This design comes from an exercise in tuning for small area on the open sky130 flow, not from production work. The RTL was checked by simulation tests, not by an equivalence proof against the original design. Power figures rest on the tool's default switching activity, not on a simulated workload.

==> flow/design.v <==
module Demosaic_getBayer (
	input  wire       PCLK,
	input  wire       RSTN,
	input  wire       VSYNC,
	input  wire       HSYNC,
	input  wire [7:0] BAYERDATA,
	output wire       CAL_EN,
	output wire [7:0] O_DATA );
reg [8:0] j;
reg [1:0] st;
reg [7:0] o_data;
wire act = VSYNC & HSYNC;
assign CAL_EN = &st;
assign O_DATA = o_data;
always @(posedge PCLK or negedge RSTN) begin
	if (!RSTN) begin
		o_data <= 0;
		j <= 0;
		st <= 0;
	end
	else begin
		j <= VSYNC ? j + act : 9'd0;
		if (!VSYNC)
			st <= 0;
		else if (act && (&j) && !(&st))
			st <= st + 1'b1;
		if (act)
			o_data <= BAYERDATA;
		else if (VSYNC)
			o_data <= 0;
	end
end
endmodule
module Demosaic_pre_G_RB (
	input  wire       INCLK,
	input  wire       RSTN,
	input  wire       DATA_EN,
	input  wire       HSYNC,
	input  wire [7:0] DATA1,
	input  wire [7:0] DATA2,
	input  wire [7:0] DATA3,
	input  wire [7:0] DATA4,
	input  wire [7:0] DATA5,
	output wire [8:0] DV,       
	output wire [5:0] E2Q,      
	output wire [6:0] GS,       
	output wire [7:0] HA,
	output wire [7:0] HB,
	output wire [7:0] HC,
	output wire [6:0] H7,
	output wire [7:0] MID,
	output wire       O_EN );
wire en = DATA_EN & HSYNC;
reg [9:0] cntCol;
reg [9:0] cntLine;
reg o_en;
assign O_EN = o_en;
wire c1   = (cntCol == 10'd1);
wire c2   = (cntCol == 10'd2);
wire c3   = (cntCol == 10'd3);
wire cend = (cntCol == 10'd532);
reg cpm;
wire wrap = en & cend;
wire [9:0] colNext = wrap ? 10'd0 : cntCol + en;
always @(posedge INCLK) begin
	cpm <= (colNext == 10'd531);
end
always @(posedge INCLK or negedge RSTN) begin
	if (!RSTN) begin
		cntCol <= 0;
		cntLine <= 0;
		o_en <= 0;
	end
	else begin
		cntCol <= colNext;
		cntLine <= (wrap && cntLine == 10'd788) ? 10'd0 : cntLine + wrap;
		if (wrap) o_en <= 0;
		else if (en && c2) o_en <= 1;
	end
end
wire l01  = (cntLine == 10'd0) || (cntLine == 10'd1);
wire l0   = (cntLine == 10'd0);
wire l787 = (cntLine == 10'd787);
wire l786 = (cntLine == 10'd786);
wire [7:0] s1 = l01 ? DATA5 : DATA1;
wire [7:0] s2 = l0 ? DATA4 : DATA2;
wire [7:0] s4 = l787 ? DATA2 : DATA4;
wire [7:0] s5 = (l787 || l786) ? DATA1 : DATA5;
wire [7:0] tuu = c2 ? DATA1 : s1;
wire [7:0] tup = c2 ? DATA2 : s2;
wire [7:0] tdn = (c1 || c2) ? s4 : DATA4;
wire [7:0] tdd = (c1 || c2) ? s5 : DATA5;
reg [7:0] uu2, up2, dn2, dd2;
reg [7:0] e2_1, ud_1;
reg [6:0] gs_1;
reg [8:0] dv_0;
reg [5:0] e2q_0;
reg [6:0] gs_0;
reg [7:0] mid, right, rr;
reg [7:0] ha, hb, hc;
reg [6:0] h7;
wire [7:0] pm = cpm ? right : rr;
wire [7:0] gsum = up2 + dn2;
wire [7:0] xn = absd(right, DATA3);
wire [7:0] msum = mid + rr;
always @(posedge INCLK) begin
	if (!en) begin
		mid <= 0; right <= 0; rr <= 0;
		ha <= 0; hb <= 0; hc <= 0; h7 <= 0;
	end
	else begin
		rr <= DATA3;
		right <= rr;
		mid <= right;
		if (!cend) begin
			ha <= hc;
			hb <= c3 ? xn : ha;
			hc <= xn;
			h7 <= msum[7:1];
		end
	end
end
reg v2, v1, v0;
always @(posedge INCLK) begin
	v2 <= en;
	v1 <= en & v2;
	v0 <= en & v1;
	uu2 <= tuu; up2 <= tup; dn2 <= tdn; dd2 <= tdd;
	e2_1 <= absd(pm, uu2) + absd(pm, dd2);
	ud_1 <= absd(up2, dn2);
	gs_1 <= gsum[7:1];
	dv_0 <= {1'b0, ud_1} + {1'b0, e2_1};
	e2q_0 <= e2_1[7:2];
	gs_0 <= gs_1;
end
assign DV = dv_0 & {9{v0}};
assign E2Q = e2q_0 & {6{v0}};
assign GS = gs_0 & {7{v0}};
assign HA = ha;
assign HB = hb;
assign HC = hc;
assign H7 = h7;
assign MID = mid;
function [7:0] absd;
	input [7:0] a;
	input [7:0] b;
	reg [8:0] d;
	begin
		d = {1'b0, a} - {1'b0, b};
		absd = d[8] ? -d[7:0] : d[7:0];
	end
endfunction
endmodule
module Demosaic_calG_RB (
	input  wire        INCLK,
	input  wire        RSTN,
	input  wire        IN_EN,
	input  wire [8:0]  DV,
	input  wire [5:0]  E2Q,
	input  wire [6:0]  GS,
	input  wire [7:0]  HA,
	input  wire [7:0]  HB,
	input  wire [7:0]  HC,
	input  wire [6:0]  H7,
	input  wire [7:0]  MID,
	output wire        O_EN,
	output wire [23:0] O_DATA );
localparam st_Rb = 2'b10, st_Rg = 2'b11, st_B = 2'b01, st_G = 2'b00;
reg [1:0] st;
wire isR = st[1];
wire isG = ~st[1] & ~st[0];
wire G_Ostatus = st[0];
reg [8:0] cntCol;
reg [9:0] cntLine;
wire is_even = |cntLine;
wire colWrap = IN_EN & (&cntCol);
reg [7:0] mid;
reg [7:0] G_temp;
reg l1, l2, l3, l4, o_en;
reg RGB1;
always @(posedge INCLK or negedge RSTN) begin
	if (!RSTN)
		st <= st_Rb;
	else if (IN_EN) begin
		if (isR)
			st <= st_G;
		else if (st[0])
			st <= colWrap ? st_Rb : st_G;
		else
			st <= is_even ? st_B : st_Rg;
	end
end
always @(posedge INCLK or negedge RSTN) begin
	if (!RSTN) begin
		cntCol <= 0;
		cntLine <= 0;
	end
	else begin
		cntCol <= cntCol + IN_EN;
		cntLine <= (colWrap && cntLine == 10'd767) ? 10'd0 : cntLine + colWrap;
	end
end
always @(posedge INCLK) begin
	if (IN_EN && !isG) begin
		mid <= MID;
		RGB1 <= isR;
	end
end
always @(posedge INCLK or negedge RSTN) begin
	if (!RSTN)
		G_temp <= 0;
	else if (l1 && G_Ostatus)
		G_temp <= mid;
end
wire [7:0] b2 = HB + HC;
wire [9:0] dH = {2'b0, HA} + {2'b0, b2};
wire hsel = dH > {1'b0, DV};
wire [5:0] opA = hsel ? E2Q : b2[7:2];
wire [6:0] opB = hsel ? H7 : GS;
reg [5:0] A1;
reg [6:0] B1;
reg [7:0] R2, R3, R4;
reg [7:0] G0, G1, G2, Gd;
reg r1, r2, r3;
always @(posedge INCLK) begin
	A1 <= opA; B1 <= opB; R2 <= {2'b0, A1} + {1'b0, B1}; R3 <= R2; R4 <= R3;
	G0 <= G_temp; G1 <= G0; G2 <= G1; Gd <= G2;
	r1 <= RGB1; r2 <= r1; r3 <= r2;
end
reg GO0, GO1, GO2, GO3;
reg m2, m0;
reg [7:0] lane1;
always @(posedge INCLK or negedge RSTN) begin
	if (!RSTN) begin
		l1 <= 0; l2 <= 0; l3 <= 0; l4 <= 0; o_en <= 0;
		GO0 <= 0; GO1 <= 0; GO2 <= 0; GO3 <= 0;
		m2 <= 0; m0 <= 0; lane1 <= 0;
	end
	else begin
		l1 <= IN_EN; l2 <= l1; l3 <= l2; l4 <= l3; o_en <= l4;
		GO0 <= G_Ostatus; GO1 <= GO0; GO2 <= GO1; GO3 <= GO2;
		m0 <= r3 & o_en;
		m2 <= o_en & !r3 & !GO3;
		lane1 <= (o_en & (r3 | !GO3)) ? R4 : (GO3 ? G2 : 8'd0);
	end
end
assign O_EN = o_en;
assign O_DATA = {Gd & {8{m2}}, lane1, Gd & {8{m0}}};
endmodule
module demosaic_g_rb_top (
	input  wire        clk,
	input  wire        rstn,
	input  wire        vsync,
	input  wire        hsync,
	input  wire [7:0]  bayer_data,
	output wire [7:0]  lb_wdata,
	input  wire [7:0]  lb_tap1,
	input  wire [7:0]  lb_tap2,
	input  wire [7:0]  lb_tap3,
	input  wire [7:0]  lb_tap4,
	input  wire [7:0]  lb_tap5,
	output wire        o_en,
	output wire [23:0] o_data
);
wire cal_en;
wire pre_en;
wire [8:0] dv;
wire [5:0] e2q;
wire [6:0] gs;
wire [7:0] ha, hb, hc, mid;
wire [6:0] h7;
Demosaic_getBayer getBayer (
	.PCLK(clk), .RSTN(rstn), .VSYNC(vsync), .HSYNC(hsync),
	.BAYERDATA(bayer_data), .CAL_EN(cal_en), .O_DATA(lb_wdata));
Demosaic_pre_G_RB pre (
	.INCLK(clk), .RSTN(rstn), .DATA_EN(cal_en), .HSYNC(hsync),
	.DATA1(lb_tap1), .DATA2(lb_tap2), .DATA3(lb_tap3), .DATA4(lb_tap4), .DATA5(lb_tap5),
	.DV(dv), .E2Q(e2q), .GS(gs),
	.HA(ha), .HB(hb), .HC(hc), .H7(h7), .MID(mid),
	.O_EN(pre_en));
Demosaic_calG_RB calG (
	.INCLK(clk), .RSTN(rstn), .IN_EN(pre_en),
	.DV(dv), .E2Q(e2q), .GS(gs),
	.HA(ha), .HB(hb), .HC(hc), .H7(h7), .MID(mid),
	.O_EN(o_en), .O_DATA(o_data));
endmodule
export LEC_CHECK = 0
export CAP_MARGIN = 20
export CORE_MARGIN = 2
export CORE_UTILIZATION = 60
export CTS_BUF_LIST = sky130_fd_sc_hd__clkbuf_16
export CTS_CLUSTER_DIAMETER = 90
export CTS_CLUSTER_SIZE = 26
export PLACE_DENSITY = 0.75
export SLEW_MARGIN = 20
create_clock -name core_clock -period 4.5 [get_ports {clk}]
standard.sh (not shown) runs the stock make flow with config.mk's settings and CLKGATE_MAP_FILE= SYNTH_SCRIPT=/design/flow/synth_recipe.tcl, a recipe that flattens the netlist after the stock synthesis.
==> flow/flow/run.sh <==
#!/bin/bash
# The standard layout with three changes:
#  - after the standard synthesis, the combinational cells are re-mapped for
#    area by Yosys/ABC (flow/remap.ys with each script flow/remap*.abc; the
#    smallest result is kept); the registers are left as they are (same
#    instances, names and cells);
#  - the port buffers are made from the smallest buffer cell;
#  - ORFS's recover_power step (after global routing) sizes cells down on
#    paths with positive slack.
# Placement, clock tree, routing and their timing repair are the standard
# flow's. Each tool's full output goes to a log file of its own here; ORFS
# keeps each step's log under orfs/logs/.
set -e
export BUFFER_PORTS_ARGS="-buffer_cell sky130_fd_sc_hd__buf_1"
# after global routing, let ORFS size down cells on paths with positive slack
export RECOVER_POWER=100
LIB="$FLOW_HOME/platforms/sky130hd/lib/sky130_fd_sc_hd__tt_025C_1v80.lib"
awk -v keep=all  -f flow/libfilter.awk "$LIB" > rmp_lib.lib
awk -v keep=comb -f flow/libfilter.awk "$LIB" > rmp_comb.lib
awk -v keep=seq  -f flow/libfilter.awk "$LIB" > rmp_seq.lib
bash standard.sh synth > standard_synth.log 2>&1
cp orfs/results/sky130hd/demosaic_g_rb_top/base/1_2_yosys.v standard_synth_netlist.v
# try each ABC script in flow/remap*.abc and keep the smallest netlist
best=""
for s in flow/remap*.abc; do
	n=$(basename "$s" .abc)
	cp "$s" remap.abc
	yosys -s flow/remap.ys > "$n.log" 2>&1
	mv remap_out.v "$n.v"
	a=$(grep "Chip area" "$n.log" | tail -1 | awk '{print $NF}')
	echo "$n $a" >> remap_areas.log
	if [ -z "$best" ] || awk -v a="$a" -v b="$barea" 'BEGIN { exit !(a < b) }'; then
		best="$n"; barea="$a"
	fi
done
echo "kept $best" >> remap_areas.log
cp "$best.v" orfs/results/sky130hd/demosaic_g_rb_top/base/1_2_yosys.v
rm -f rmp_lib.lib rmp_comb.lib rmp_seq.lib
bash standard.sh > standard.log 2>&1
==> flow/flow/remap.ys <==
# Re-map the combinational cells of the standard synthesis for area. The
# registers are library cells read as black boxes, so they keep their
# instances, names and cell types; everything between them is flattened to
# logic and mapped again by ABC (remap.abc, one of flow/remap*.abc) to
# rmp_lib.lib, the library without the platform's don't-use cells.
read_liberty -lib rmp_seq.lib
read_liberty -ignore_miss_func rmp_comb.lib
read_verilog standard_synth_netlist.v
hierarchy -check -top demosaic_g_rb_top
flatten
opt_clean -purge
abc -liberty rmp_lib.lib -script remap.abc
opt_clean -purge
setundef -zero
hilomap -singleton -hicell sky130_fd_sc_hd__conb_1 HI -locell sky130_fd_sc_hd__conb_1 LO
splitnets
opt_clean -purge
read_liberty -lib -overwrite rmp_comb.lib
stat -liberty rmp_lib.lib
check -assert
write_verilog -noattr -noexpr -nohex -nodec remap_out.v
==> flow/flow/remap0.abc <==
strash
dch -f
amap
mfs2
strash
dch -f
amap
topo
==> flow/flow/remap1.abc <==
strash
ifraig
dch -f
amap
mfs2
strash
dch -f
amap
topo
==> flow/flow/remap2.abc <==
strash
ifraig
dc2
dch -f
amap
mfs2
strash
ifraig
dch -f
amap
mfs2
strash
dch -f
amap
topo
==> flow/flow/remap3.abc <==
strash
dch -f
amap
mfs2
strash
dch -f
amap
mfs2
strash
dch -f
amap
mfs2
strash
dch -f
amap
topo
Other scripts of this flow, unchanged in this note and not shown: flow/flow/libfilter.awk
The starting point reached the layout checks and failed them: capacitance limit, slew limit.
Next try:
==> flow/flow/run.sh (replaced) <==
#!/bin/bash
# The standard layout with two changes:
#  - after the standard synthesis, the combinational cells are re-mapped for
#    area by Yosys/ABC (flow/remap.ys, flow/remap.abc); the registers are
#    left as they are (same instances, names and cells);
#  - the port buffers are made from the smallest buffer cell.
# Placement, clock tree, routing and their timing repair are the standard
# flow's. Each tool's full output goes to a log file of its own here; ORFS
# keeps each step's log under orfs/logs/.
set -e
export BUFFER_PORTS_ARGS="-buffer_cell sky130_fd_sc_hd__buf_1"
LIB="$FLOW_HOME/platforms/sky130hd/lib/sky130_fd_sc_hd__tt_025C_1v80.lib"
awk -v keep=all  -f flow/libfilter.awk "$LIB" > rmp_lib.lib
awk -v keep=comb -f flow/libfilter.awk "$LIB" > rmp_comb.lib
awk -v keep=seq  -f flow/libfilter.awk "$LIB" > rmp_seq.lib
bash standard.sh synth > standard_synth.log 2>&1
cp orfs/results/sky130hd/demosaic_g_rb_top/base/1_2_yosys.v standard_synth_netlist.v
yosys -s flow/remap.ys > remap.log 2>&1
rm -f rmp_lib.lib rmp_comb.lib rmp_seq.lib
bash standard.sh > standard.log 2>&1
==> flow/flow/remap.abc (new file) <==
strash
ifraig
dch -f
amap
mfs2
strash
dch -f
amap
topo
--- a/flow/flow/remap.ys
+++ b/flow/flow/remap.ys
@@ -4,2 +4,2 @@
-# logic and mapped again by ABC (remap.abc, one of flow/remap*.abc) to
-# rmp_lib.lib, the library without the platform's don't-use cells.
+# logic and mapped again by ABC (flow/remap.abc) to rmp_lib.lib, the
+# library without the platform's don't-use cells.
@@ -8 +8 @@
-read_verilog standard_synth_netlist.v
+read_verilog orfs/results/sky130hd/demosaic_g_rb_top/base/1_2_yosys.v
@@ -12 +12 @@
-abc -liberty rmp_lib.lib -script remap.abc
+abc -liberty rmp_lib.lib -script flow/remap.abc
@@ -21 +21 @@
-write_verilog -noattr -noexpr -nohex -nodec remap_out.v
+write_verilog -noattr -noexpr -nohex -nodec orfs/results/sky130hd/demosaic_g_rb_top/base/1_2_yosys.v
--- a/flow/config.mk
+++ b/flow/config.mk
@@ -10 +10 @@
-export CORE_UTILIZATION = 60
+export CORE_UTILIZATION = 70
@@ -14 +14 @@
-export PLACE_DENSITY = 0.75
+export PLACE_DENSITY = 0.85
removed: flow/flow/remap0.abc
removed: flow/flow/remap1.abc
removed: flow/flow/remap2.abc
removed: flow/flow/remap3.abc
The new run completed without violations. Utilization goes up by 11 points. Global-route usage rose by 5.2 points. Register-to-register slack loses 0.03 ns.
Next try:
--- a/flow/flow/run.sh
+++ b/flow/flow/run.sh
@@ -4,2 +4,3 @@
-#    area by Yosys/ABC (flow/remap.ys, flow/remap.abc); the registers are
-#    left as they are (same instances, names and cells);
+#    area by Yosys/ABC (flow/remap.ys with each script flow/remap*.abc; the
+#    smallest result is kept); the registers are left as they are (same
+#    instances, names and cells);
@@ -18 +19,15 @@
-yosys -s flow/remap.ys > remap.log 2>&1
+# try each ABC script in flow/remap*.abc and keep the smallest netlist
+best=""
+for s in flow/remap*.abc; do
+	n=$(basename "$s" .abc)
+	cp "$s" remap.abc
+	yosys -s flow/remap.ys > "$n.log" 2>&1
+	mv remap_out.v "$n.v"
+	a=$(grep "Chip area" "$n.log" | tail -1 | awk '{print $NF}')
+	echo "$n $a" >> remap_areas.log
+	if [ -z "$best" ] || awk -v a="$a" -v b="$barea" 'BEGIN { exit !(a < b) }'; then
+		best="$n"; barea="$a"
+	fi
+done
+echo "kept $best" >> remap_areas.log
+cp "$best.v" orfs/results/sky130hd/demosaic_g_rb_top/base/1_2_yosys.v
--- a/flow/flow/remap.ys
+++ b/flow/flow/remap.ys
@@ -4,2 +4,2 @@
-# logic and mapped again by ABC (flow/remap.abc) to rmp_lib.lib, the
-# library without the platform's don't-use cells.
+# logic and mapped again by ABC (remap.abc, one of flow/remap*.abc) to
+# rmp_lib.lib, the library without the platform's don't-use cells.
@@ -8 +8 @@
-read_verilog orfs/results/sky130hd/demosaic_g_rb_top/base/1_2_yosys.v
+read_verilog standard_synth_netlist.v
@@ -12 +12 @@
-abc -liberty rmp_lib.lib -script flow/remap.abc
+abc -liberty rmp_lib.lib -script remap.abc
@@ -21 +21 @@
-write_verilog -noattr -noexpr -nohex -nodec orfs/results/sky130hd/demosaic_g_rb_top/base/1_2_yosys.v
+write_verilog -noattr -noexpr -nohex -nodec remap_out.v
==> flow/flow/remap0.abc (new file) <==
strash
dch -f
amap
mfs2
strash
dch -f
amap
topo
==> flow/flow/remap1.abc (new file) <==
strash
ifraig
dch -f
amap
mfs2
strash
dch -f
amap
topo
==> flow/flow/remap2.abc (new file) <==
strash
ifraig
dc2
dch -f
amap
mfs2
strash
ifraig
dch -f
amap
mfs2
strash
dch -f
amap
topo
==> flow/flow/remap3.abc (new file) <==
strash
dch -f
amap
mfs2
strash
dch -f
amap
mfs2
strash
dch -f
amap
mfs2
strash
dch -f
amap
topo
--- a/flow/config.mk
+++ b/flow/config.mk
@@ -10 +10 @@
-export CORE_UTILIZATION = 70
+export CORE_UTILIZATION = 60
@@ -14 +14,2 @@
-export PLACE_DENSITY = 0.85
+export PLACE_DENSITY = 0.75
+export SETUP_SLACK_MARGIN = -0.3
removed: flow/flow/remap.abc
What happened: The changed run completed without violations; clock skew decreases by 0.0091 ns; clock-buffer cell count is lower by 1; final cell count is higher by about 0.9%; design area came out lower by about 1.6%; wire length falls by 6.3%.
Next try:
--- a/flow/flow/run.sh
+++ b/flow/flow/run.sh
@@ -4,3 +4,2 @@
-#    area by Yosys/ABC (flow/remap.ys with each script flow/remap*.abc; the
-#    smallest result is kept); the registers are left as they are (same
-#    instances, names and cells);
+#    area by Yosys/ABC (flow/remap.ys, flow/remap.abc); the registers are
+#    left as they are (same instances, names and cells);
@@ -19,15 +18 @@
-# try each ABC script in flow/remap*.abc and keep the smallest netlist
-best=""
-for s in flow/remap*.abc; do
-	n=$(basename "$s" .abc)
-	cp "$s" remap.abc
-	yosys -s flow/remap.ys > "$n.log" 2>&1
-	mv remap_out.v "$n.v"
-	a=$(grep "Chip area" "$n.log" | tail -1 | awk '{print $NF}')
-	echo "$n $a" >> remap_areas.log
-	if [ -z "$best" ] || awk -v a="$a" -v b="$barea" 'BEGIN { exit !(a < b) }'; then
-		best="$n"; barea="$a"
-	fi
-done
-echo "kept $best" >> remap_areas.log
-cp "$best.v" orfs/results/sky130hd/demosaic_g_rb_top/base/1_2_yosys.v
+yosys -s flow/remap.ys > remap.log 2>&1
==> flow/flow/remap.abc (new file) <==
strash
ifraig
dch -f
amap
mfs2
strash
dch -f
amap
topo
--- a/flow/flow/remap.ys
+++ b/flow/flow/remap.ys
@@ -4,2 +4,2 @@
-# logic and mapped again by ABC (remap.abc, one of flow/remap*.abc) to
-# rmp_lib.lib, the library without the platform's don't-use cells.
+# logic and mapped again by ABC (flow/remap.abc) to rmp_lib.lib, the
+# library without the platform's don't-use cells.
@@ -8 +8 @@
-read_verilog standard_synth_netlist.v
+read_verilog orfs/results/sky130hd/demosaic_g_rb_top/base/1_2_yosys.v
@@ -12 +12 @@
-abc -liberty rmp_lib.lib -script remap.abc
+abc -liberty rmp_lib.lib -script flow/remap.abc
@@ -21 +21 @@
-write_verilog -noattr -noexpr -nohex -nodec remap_out.v
+write_verilog -noattr -noexpr -nohex -nodec orfs/results/sky130hd/demosaic_g_rb_top/base/1_2_yosys.v
--- a/flow/config.mk
+++ b/flow/config.mk
@@ -15 +14,0 @@
-export SETUP_SLACK_MARGIN = -0.3
removed: flow/flow/remap0.abc
removed: flow/flow/remap1.abc
removed: flow/flow/remap2.abc
removed: flow/flow/remap3.abc
- area after synthesis goes up by about 0.64%
- routed wire length goes up by about 4%
- clock-buffer cell count is unchanged
- non-clock buffer count goes up by 9
- combinational power goes up by 7.3%
- die area goes up by 0.62%
- global-route usage goes up by 1.1 points
- cell count goes up by 1.7%
- via count goes up by about 2.7%
- maximum frequency goes up by about 2.3%
Next try:
--- a/flow/flow/run.sh
+++ b/flow/flow/run.sh
@@ -4,2 +4,3 @@
-#    area by Yosys/ABC (flow/remap.ys, flow/remap.abc); the registers are
-#    left as they are (same instances, names and cells);
+#    area by Yosys/ABC (flow/remap.ys with each script flow/remap*.abc; the
+#    smallest result is kept); the registers are left as they are (same
+#    instances, names and cells);
@@ -18 +19,15 @@
-yosys -s flow/remap.ys > remap.log 2>&1
+# try each ABC script in flow/remap*.abc and keep the smallest netlist
+best=""
+for s in flow/remap*.abc; do
+	n=$(basename "$s" .abc)
+	cp "$s" remap.abc
+	yosys -s flow/remap.ys > "$n.log" 2>&1
+	mv remap_out.v "$n.v"
+	a=$(grep "Chip area" "$n.log" | tail -1 | awk '{print $NF}')
+	echo "$n $a" >> remap_areas.log
+	if [ -z "$best" ] || awk -v a="$a" -v b="$barea" 'BEGIN { exit !(a < b) }'; then
+		best="$n"; barea="$a"
+	fi
+done
+echo "kept $best" >> remap_areas.log
+cp "$best.v" orfs/results/sky130hd/demosaic_g_rb_top/base/1_2_yosys.v
--- a/flow/flow/remap.ys
+++ b/flow/flow/remap.ys
@@ -4,2 +4,2 @@
-# logic and mapped again by ABC (flow/remap.abc) to rmp_lib.lib, the
-# library without the platform's don't-use cells.
+# logic and mapped again by ABC (remap.abc, one of flow/remap*.abc) to
+# rmp_lib.lib, the library without the platform's don't-use cells.
@@ -8 +8 @@
-read_verilog orfs/results/sky130hd/demosaic_g_rb_top/base/1_2_yosys.v
+read_verilog standard_synth_netlist.v
@@ -12 +12 @@
-abc -liberty rmp_lib.lib -script flow/remap.abc
+abc -liberty rmp_lib.lib -script remap.abc
@@ -21 +21 @@
-write_verilog -noattr -noexpr -nohex -nodec orfs/results/sky130hd/demosaic_g_rb_top/base/1_2_yosys.v
+write_verilog -noattr -noexpr -nohex -nodec remap_out.v
==> flow/flow/remap0.abc (new file) <==
strash
dch -f
amap
mfs2
strash
dch -f
amap
topo
==> flow/flow/remap1.abc (new file) <==
strash
ifraig
dch -f
amap
mfs2
strash
dch -f
amap
topo
==> flow/flow/remap2.abc (new file) <==
strash
ifraig
dc2
dch -f
amap
mfs2
strash
ifraig
dch -f
amap
mfs2
strash
dch -f
amap
topo
==> flow/flow/remap3.abc (new file) <==
strash
dch -f
amap
mfs2
strash
dch -f
amap
mfs2
strash
dch -f
amap
mfs2
strash
dch -f
amap
topo
--- a/flow/config.mk
+++ b/flow/config.mk
@@ -8 +8 @@
-export CAP_MARGIN = 20
+export CAP_MARGIN = 5
@@ -15 +15,2 @@
-export SLEW_MARGIN = 20
+export SETUP_SLACK_MARGIN = -0.3
+export SLEW_MARGIN = 5
removed: flow/flow/remap.abc
Outcome: The new run ran to the end with no violations. Maximum frequency fell by a few percent. Worst hold slack is better by 0.0084 ns. Count of clock-buffer cells in the layout is unchanged. Synthesized cell count decreases slightly. Final cell count is lower slightly. Routed wire length came out lower by a few percent. Power goes down slightly. Die area decreases slightly. Sequential share of layout area rises by 1.0 points. Worst setup slack is worse by 0.097 ns. Combinational power went down by a few percent.

-- what the ideal ports hide --
The results above use ideal ports. As a check the final layouts listed here were re-extracted and re-timed, cells and wires unchanged.
Step 1, drivers: a clkbuf_16 drives clk and a buf_2 each remaining input, both assumed.
Step 2, shift: input delay + t, output delay - t, t = (earliest + latest rising clock arrival at the registers) / 2. This alone moves slack from input paths to output paths.
Slacks: ideal / step 1 / step 2; pairs: ideal / step 1.
| run | shift t [ns] | setup slack, ns | hold WS [ns] | worst setup path after step 2 | cell pins on the clock port's net |
|---|---|---|---|---|---|
| the first run | 0.538 | 0.378 / 0.378 / -0.041 | 0.334 / 0.334 / 0.334 | input to register | 1 |
| the second run | 0.536 | 0.349 / 0.349 / 0.057 | 0.319 / 0.319 / 0.319 | input to register | 1 |
| the third run | 0.530 | 0.239 / 0.239 / -0.193 | 0.331 / 0.331 / 0.331 | input to register | 1 |
| the fourth run | 0.534 | 0.335 / 0.335 / 0.228 | 0.323 / 0.323 / 0.323 | input to register | 1 |
| the fifth run | 0.530 | 0.239 / 0.239 / -0.193 | 0.331 / 0.331 / 0.331 | input to register | 1 |
